This is an optimization exercise on Yosys and OpenROAD, whose aim is small area, not a production implementation.
In this exercise RTL edits were held to simulation tests only and were not proved equivalent to the original.
The clock port is modelled as an ideal driver, which makes a skipped or thinned clock tree look cheaper than it is; a real chip needs a root buffer or a tree.
No activity file was given, so power comes from the tool's default toggle rates.

## run A
==> flow/design.v (excerpt) <==
module steering(
                    PCLK,
                    PENABLE,
                    PSEL,
                    PRESETN,
                    PWRITE,
                    PREADY,
                    PSLVERR,
                    PADDR,
                    PWDATA,
                    PRDATA,
                    SERVOMOTOR1,
                    SERVOMOTOR2,
                    SERVOMOTORPWM,
                    SAMPLEINT);
Settings: LEC_CHECK=0, ABC_AREA=1, CAP_MARGIN=20, CORE_MARGIN=2, CORE_UTILIZATION=85, SLEW_MARGIN=20; clock period 10.0 ns.
standard.sh (not shown) runs the stock make flow with config.mk's settings and CLKGATE_MAP_FILE= SYNTH_SCRIPT=/design/flow/synth_recipe.tcl, a recipe that flattens the netlist after the stock synthesis.
==> flow/flow/run.sh <==
#!/bin/bash
# Standard ORFS layout (the standard.sh) with these changes:
#  - after the floorplan, flow/rmp_stage.tcl re-maps the combinational logic for area
#    with OpenROAD's restructure (registers untouched) and merges the tie cells;
#  - buf_1 as the port buffer, and one tie cell per constant value instead of one per port;
#  - the clock tree is built by flow/mycts.tcl (one root buffer, six leaf buffers over
#    balanced k-means clusters of the flip-flops) instead of TritonCTS's H-tree, after
#    taking gates back to their smallest drive strength (repair_design then sizes up
#    what the slew and capacitance limits need).
# Each step's output goes to a log of its own: ORFS's logs under orfs/logs, make's output
# to flow_make_*.log, the restructure step to rmp_stage.log (ABC's to rmp_work/abc.log)
# and the clock tree step to cts_stage.log.
set -euo pipefail
here=$(pwd)
knobs=("BUFFER_PORTS_ARGS=-buffer_cell sky130_fd_sc_hd__buf_1" "SKIP_REPAIR_TIE_FANOUT=1")
res=$here/orfs/results/$FLOW_PLATFORM/steering/base
logs=$here/orfs/logs/$FLOW_PLATFORM/steering/base
bash standard.sh "${knobs[@]}" floorplan > flow_make_floorplan.log 2>&1
python3 $here/flow/filter_lib.py $FLOW_HOME/platforms/sky130hd/lib/sky130_fd_sc_hd__tt_025C_1v80.lib \
  $here/rmp_lib.lib > filter_lib.log 2>&1
RES_DIR=$res RMP_LIB=$here/rmp_lib.lib RMP_WORK=$here/rmp_work \
  openroad -no_init -exit $here/flow/rmp_stage.tcl > rmp_stage.log 2>&1
bash standard.sh "${knobs[@]}" place > flow_make_place.log 2>&1
RES_DIR=$res MYCTS_DIR=$here/flow MYCTS_NLEAF=6 MYCTS_LEAF=sky130_fd_sc_hd__buf_12 \
  MYCTS_ROOT=sky130_fd_sc_hd__clkbuf_8 \
  openroad -no_init -exit $here/flow/cts_stage.tcl > cts_stage.log 2>&1
cp cts_stage.log $logs/4_1_cts.log
cp $res/4_1_cts.odb $res/4_cts.odb
touch $res/4_cts.sdc
bash standard.sh "${knobs[@]}" finish > flow_make_finish.log 2>&1
Other scripts of this flow, unchanged in this note and not shown: flow/flow/cts_stage.tcl, flow/flow/filter_lib.py, flow/flow/mycts.tcl, flow/flow/rmp_stage.tcl
What run B does differently from run A at the input level:
- GPL_TIMING_DRIVEN newly set to 0
- CORE_UTILIZATION changed from 85 to 70
Findings:
On combinational share of power, the higher figure sits with run A, not run B.
Number of hold-slack violations in the final timing report: run B vs run A identical
Final critical-path setup slack: run B < run A
Any difference in number of stages on the worst hold path between run A and run B is small enough to ignore.
What run C does differently from run B at the input level:
--- a/flow/flow/run.sh
+++ b/flow/flow/run.sh
@@ -4,11 +4,4 @@
 #    with OpenROAD's restructure (registers untouched) and merges the tie cells;
 #  - buf_1 as the port buffer, and one tie cell per constant value instead of one per port;
-#  - the clock tree is built by flow/mycts.tcl (one root buffer, six leaf buffers over
-#    balanced k-means clusters of the flip-flops) instead of TritonCTS's H-tree, after
-#    taking gates back to their smallest drive strength (repair_design then sizes up
-#    what the slew and capacitance limits need).
-# Each step's output goes to a log of its own: ORFS's logs under orfs/logs, make's output
-# to flow_make_*.log, the restructure step to rmp_stage.log (ABC's to rmp_work/abc.log)
-# and the clock tree step to cts_stage.log.
 set -euo pipefail
 here=$(pwd)
Notes after the runs:
Data arrival time of the critical path: run C vs run B, no meaningful difference
Diff run B -> run C: global-route wire length before repair shows no meaningful change, core utilization shows no meaningful change, die outline height shows no meaningful change.
Run B -> run C: fmax delta 0, exact match
| count of port buffers added during placement | run C vs run B | ≈ equal |
First-pass iteration count of the detailed router: run C vs run B identical
Looking at run B and run C, the max capacitance violation total is a wash.
met1 capacity usage during global routing of run B is on par with run C.
In every run of this note, the design's own scripts or RTL, not TritonCTS, make the clock network.

re-timing with driven ports:
In the flow no input, the clock included, has a driving cell. The finished layouts below were timed again as built, in two steps. Step 1 (the two cells are an assumption about what drives the block):
set clk [get_ports {PCLK}]
set_driving_cell -lib_cell sky130_fd_sc_hd__clkbuf_16 $clk
set_driving_cell -lib_cell sky130_fd_sc_hd__buf_2 [delete_from_list [all_inputs] $clk]
Step 2 times the ports against the registers' clock, not the clock port: input delays grow and output delays shrink by t, the midpoint of the rising clock arrivals with the driver on. a / b / c = ideal / step 1 / step 2; a / b = the first two.
run	t (ns)	setup WS [ns]	clock arrival spread, ns	worst register clock-pin slew, ns
run A	0.403	4.951 / 4.951 / 4.951	0.015 / 0.015	0.10 / 0.10
run B	0.396	4.938 / 4.938 / 4.938	0.009 / 0.010	0.10 / 0.10
run C	0.396	4.938 / 4.938 / 4.938	0.009 / 0.010	0.10 / 0.10
After both steps setup and hold are still met in every run listed.
